Context: an optimization exercise on an open-source flow, tuned for small area. The choices shown serve that exercise and are no tape-out recipe.
The RTL was checked by simulation tests, not by an equivalence proof against the original design.
Power figures rest on the tool's default switching activity, not on a simulated workload.

`flow/config.mk`:
```
export PLATFORM = sky130hd
export DESIGN_NAME = pokey_advanced
export DESIGN_NICKNAME = pokey_advanced
export VERILOG_FILES = /design/flow/design.v
export SDC_FILE = /design/flow/constraint.sdc
export NUM_CORES = 4
export LEC_CHECK = 0
export CAP_MARGIN = 20
export CORE_MARGIN = 2
export CORE_UTILIZATION = 40
export SLEW_MARGIN = 20
```
`flow/constraint.sdc`:
```
create_clock -name core_clock -period 6.0 [get_ports {clk}]
set_input_delay 1.2000 -clock core_clock [delete_from_list [all_inputs] [get_ports {clk}]]
set_output_delay 1.2000 -clock core_clock [all_outputs]
set_load 0.01 [all_outputs]
```
`flow/design.v`:
```
module pokey_advanced (
    input clk,               
    input enable_179mhz,     
    input reset_n,           
    input [3:0] addr,        
    input [7:0] din,         
    input we,                
    output reg audio_pwm     
);
    reg [7:0] audf [0:3];  
    reg [7:0] audc [0:3];  
    reg [7:0] audctl;      
    reg [3:0]  poly4;
    reg [4:0]  poly5;
    reg [16:0] poly17; 
    reg [15:0] counter [0:3]; 
    reg [3:0]  chan_out;    
    reg [4:0] count_64k;    
    reg [6:0] count_15k;    
    reg tick_64khz;
    reg tick_15khz;
    always @(posedge clk) begin
        tick_64khz <= 0;
        tick_15khz <= 0;
        if (!reset_n) begin
            count_64k <= 0;
            count_15k <= 0;
        end else if (enable_179mhz) begin
            if (count_64k == 27) begin  
                count_64k <= 0;
                tick_64khz <= 1;
            end else begin
                count_64k <= count_64k + 1;
            end
            if (count_15k == 113) begin  
                count_15k <= 0;
                tick_15khz <= 1;
            end else begin
                count_15k <= count_15k + 1;
            end
        end
    end
    always @(posedge clk) begin
        if (!reset_n) begin
            audctl <= 0;
            audc[0]<=0; audc[1]<=0; audc[2]<=0; audc[3]<=0;
            audf[0]<=0; audf[1]<=0; audf[2]<=0; audf[3]<=0;
        end else if (we) begin
            case (addr)
                0: audf[0] <= din;
                1: audc[0] <= din;
                2: audf[1] <= din;
                3: audc[1] <= din;
                4: audf[2] <= din;
                5: audc[2] <= din;
                6: audf[3] <= din;
                7: audc[3] <= din;
                8: audctl <= din;
            endcase
        end
    end
    wire p4_next = !(poly4[3] ^ poly4[2]);
    wire p5_next = !(poly5[4] ^ poly5[2]);
    wire p17_next = !(poly17[16] ^ poly17[4]);
    always @(posedge clk) begin
        if (!reset_n) begin
            poly4 <= 4'b1011;
            poly5 <= 5'b10101;
            poly17 <= 17'b10101010101010101;
        end else if (enable_179mhz) begin
            poly4 <= {poly4[2:0], p4_next};
            poly5 <= {poly5[3:0], p5_next};
            poly17 <= {poly17[15:0], p17_next};
        end
    end
    wire link_12 = audctl[4];
    wire link_34 = audctl[3];
    wire use_15khz = audctl[0];  
    integer i;
    reg channel_tick;  
    always @(posedge clk) begin
        if (!reset_n) begin
            counter[0] <= 0; counter[1] <= 0; counter[2] <= 0; counter[3] <= 0;
            chan_out <= 0;
        end else
        for (i=0; i<4; i=i+1) begin
            channel_tick = (use_15khz) ? tick_15khz : tick_64khz;
            if (i == 0 && audctl[6]) channel_tick = enable_179mhz;
            if (i == 2 && audctl[5]) channel_tick = enable_179mhz;
            if (channel_tick) begin
                if (!((i==1 && link_12) || (i==3 && link_34))) begin
                    if (counter[i] == 0) begin
                        if (i==0 && link_12) 
                            counter[i] <= {audf[1], audf[0]}; 
                        else if (i==2 && link_34) 
                            counter[i] <= {audf[3], audf[2]}; 
                        else 
                            counter[i] <= audf[i];
                        case (audc[i][7:5])
                            3'b000: chan_out[i] <= poly17[16] && poly5[4];  
                            3'b001: chan_out[i] <= poly5[4];                
                            3'b010: chan_out[i] <= poly17[16] && poly5[4]; 
                            3'b011: chan_out[i] <= poly5[4];               
                            3'b100: chan_out[i] <= poly17[16];              
                            3'b101: chan_out[i] <= ~chan_out[i];            
                            3'b110: chan_out[i] <= poly17[16];             
                            3'b111: chan_out[i] <= ~chan_out[i];            
                        endcase
                    end else begin
                        counter[i] <= counter[i] - 1;
                    end
                end
            end
        end
    end
    reg [5:0] mixed_audio; 
    integer k;
    always @(*) begin
        mixed_audio = 0;
        for (k=0; k<4; k=k+1) begin
            if (chan_out[k]) begin
                mixed_audio = mixed_audio + audc[k][3:0];
            end
        end
    end
    reg [5:0] pwm_counter;
    always @(posedge clk) begin
        if (!reset_n) begin
            pwm_counter <= 0;
            audio_pwm <= 0;
        end else begin
            pwm_counter <= pwm_counter + 1;
            audio_pwm <= (pwm_counter < mixed_audio);
        end
    end
endmodule
```
`flow/run.sh`:
```
#!/bin/bash
# synth_recipe.tcl (not shown) runs the flow's synth.tcl, then flattens the netlist and writes it again
# the make line also repeats each setting of config.mk as NAME=value (left out here)
make -C /OpenROAD-flow-scripts/flow DESIGN_CONFIG=/design/flow/config.mk WORK_HOME=/design/flow/orfs CLKGATE_MAP_FILE= SYNTH_SCRIPT=/design/flow/synth_recipe.tcl finish
```
==> run notes <==
-- registers in the layout (all words and copies together) (netlist names), 4 cells and up --
| signal | count |
|---|---|
| poly5 | 5 |
| count_15k | 7 |
| counter | 64 |
| audc | 24 |
| audctl | 5 |
| count_64k | 5 |
| audf | 32 |
| poly17 | 17 |
| chan_out | 4 |
| pwm_counter | 6 |
-- worst max-delay path, stage by stage, from the launching register on --
cell      delay (ns)
dfxtp_1         0.43
and2_1          0.18
ha_1            0.16
inv_1           0.05
fa_1            0.38
nor2b_1         0.16
nand3b_1        0.16
xor2_1          0.24
ha_1            0.32
a21oi_1         0.20
and3_1          0.18
nor2_1          0.05
mux2_2          0.27
ha_1            0.33
and3_1          0.20
a221oi_1        0.41
nor2b_1         0.09
o31a_1          0.11
a311oi_1        0.30
ha_1            0.31
a211oi_1        0.27
nand2_1         0.09
o21ai_0         0.13
-- logic make-up after synthesis --
kind of cell	share of synthesized area
AOI/OAI and AO/OA	0.124
muxes	0.114
and+or+nand+nor	0.233
adders and majority gates	0.0494
xor gates and xnor gates	0.0391
buffers and inverters	0.0376
DFF	0.404
-- layout by cell type, fill, tap and decap left out, types with 18 or more instances in the layout --
master,count
a21oi_1,40
dfxtp_1,172
ha_1,28
inv_1,20
mux2i_1,90
nand2_1,76
nand3_1,31
nor2_1,138
nor3_1,33
o21ai_0,49
xnor2_1,20
xor2_1,18
-- Yosys cell counts (18+ instances only) --
cell type  instances  area (um2)
dfxtp_1          172        3440
nor2_1           138         518
mux2i_1           90         901
nand2_1           76         285
o21ai_0           50         250
clkbuf_1          46         173
a21oi_1           40         200
nor3_1            33         165
nand3_1           31         155
ha_1              28         350
inv_1             21        78.8
xnor2_1           20         175
xor2_1            18         158
-- cell type report --
| class | instances | area [um2] | share of cell area |
|---|---|---|---|
| sequential | 172 | 3440 | 0.366 |
| timing repair buffer | 23 | 203 | 0.0215 |
| multi-input combinational | 725 | 4750 | 0.505 |
| inverter | 21 | 80.1 | 0.00851 |
| clock inverter | 14 | 144 | 0.0153 |
| tap | 275 | 344 | 0.0366 |
| clock buffer | 18 | 439 | 0.0467 |
-- routing by layer --
metal  track usage  part of all wire
met1         0.244              0.49
met2         0.294              0.47
met3        0.0354             0.031
met4        0.0429            0.0087
met5             0                 0
-- report_power, final --
group          internal (mW)  leakage (nW)  switching (mW)
combinational         0.0463          2.01          0.0679
clock                  0.566         0.284           0.522
sequential              1.16          1.39          0.0197
-- path summary, 6_finish.rpt --
kind	cells after the start	end	start
max	22	audio_pwm	chan_out[0]
min	2	poly17[16]	poly17[15]
max reg2reg	22	audio_pwm	chan_out[0]
min reg2reg	2	poly17[16]	poly17[15]
==> results_dict.tcl <==
set metrics [dict create \
    fin_util 0.449 \
    grt_overflow 0 \
    track_usage 0.180 \
    synthDistinctLibCells 68 \
    cts-root-buf "clkbuf_16" \
    nNetsFinal 1007 \
    synth-edff-count 0 \
    die_w_um 150 \
    cts_buffer_depth 2 \
    synthArstFlopShare 0 \
    drive_above_1_share 0.0658 \
    fin_cells 1248 \
    yosys_warnings 4 \
    power_mw 2.39 \
    fmax_mhz 196 \
    diodes 0 \
    area_delta_synth_final_pct 10.4 \
    post_dp_cell_area_um2 8820 \
    cts_setup_buffers 0 \
    start_kind "register" \
    skew_ns 0.0121 \
    irDropWorstVdd_mv 0.186 \
    power_density_nw_per_um2 254 \
    status "no timing/DRC/antenna violations" \
    die-area_um2 22500 \
    cts_max_level 4 \
    p_leak_nw 3.68 \
    avgSynthCellArea_um2 8.71 \
    antenna_found_initial 0 \
    synth_area_um2 8520 \
    holdWs_ns 0.471 \
    clock_latency_ns 0.43 \
    holdCritPathClass "register to register" \
    cts_tree "done" \
    worst_pin_slew_ns 0.932 \
    setup_viol 0 \
    syn_nets 1025 \
    fillers 2076 \
    coreArea_um2 21000 \
    viasPerCell 5.42 \
    hold_violations 0 \
    dp_cells 1216 \
    ios 17 \
    crit_required_ns 6.35 \
    antenna_left 0 \
    cts_resized 0 \
    rsz0062_at_grt "false" \
    final_max_slew_viol_count 0 \
    drtIter0Drc 337 \
    tns_ns 0 \
    path_clk_slew_ns 0.07 \
    gp_congestion 0.820 \
    hold_buffers 0 \
    dieHeight_um 150 \
    grt_pass1_wl_um 32400 \
    r2r_slack_ns 0.91 \
    period_share 0.849 \
    place_hpwl_um 13200 \
    wl_per_cell_um 15.5 \
    yosys_register_bits 172 \
    syn_inst 978 \
    crit_type "register to register" \
    detailedRoute.firstPassIterationCount 5 \
    start_util 0.406 \
    worst_slack_ns 0.909 \
    crit_fanout 7 \
    drv_cap 0 \
    rows 53 \
    cts_inserted_buffers 17 \
    routed_wirelength_um 19300 \
    endpoint_kind "register" \
    yosysSeqAreaShare 0.404 \
    place_ws_ns 0.956 \
    port_buffers 16 \
    cts.sinks 172 \
    grt_max_degree 57 \
    grt_pass1_vias 6328 \
    fin_area_um2 9410 \
    drc_errors 0 \
    route.vias.total 6766 \
    critical_path_arrival_ns 5.44 \
    max_slew_margin 0.379 \
    period_minus_slack_ns 5.09 \
    synth_ff_type "dfxtp_1" \
]

## re-timing with driven ports
The flow's constraints put no driver on any port. The routed layout listed below was extracted and timed again, unchanged, in two steps. Step 1 (the two cells are an assumption about what drives the block):
set clk [get_ports {clk}]
set_driving_cell -lib_cell sky130_fd_sc_hd__clkbuf_16 $clk
set_driving_cell -lib_cell sky130_fd_sc_hd__buf_2 [delete_from_list [all_inputs] $clk]
Step 2, shift: input delay + t, output delay - t, t = (earliest + latest rising clock arrival at the registers) / 2. This alone moves slack from input paths to output paths. Three values: ideal, step 1, step 2; two values: the first two.
shift t [ns]: 0.466
slack for setup (ns): 0.909 / 0.909 / 0.909
worst data-port slew with drivers (ns): 0.03
After both steps setup and hold are still met in this run. For this run, drivers alone change the setup slack by 0.000 ns; drivers and shift together by 0.000 ns.
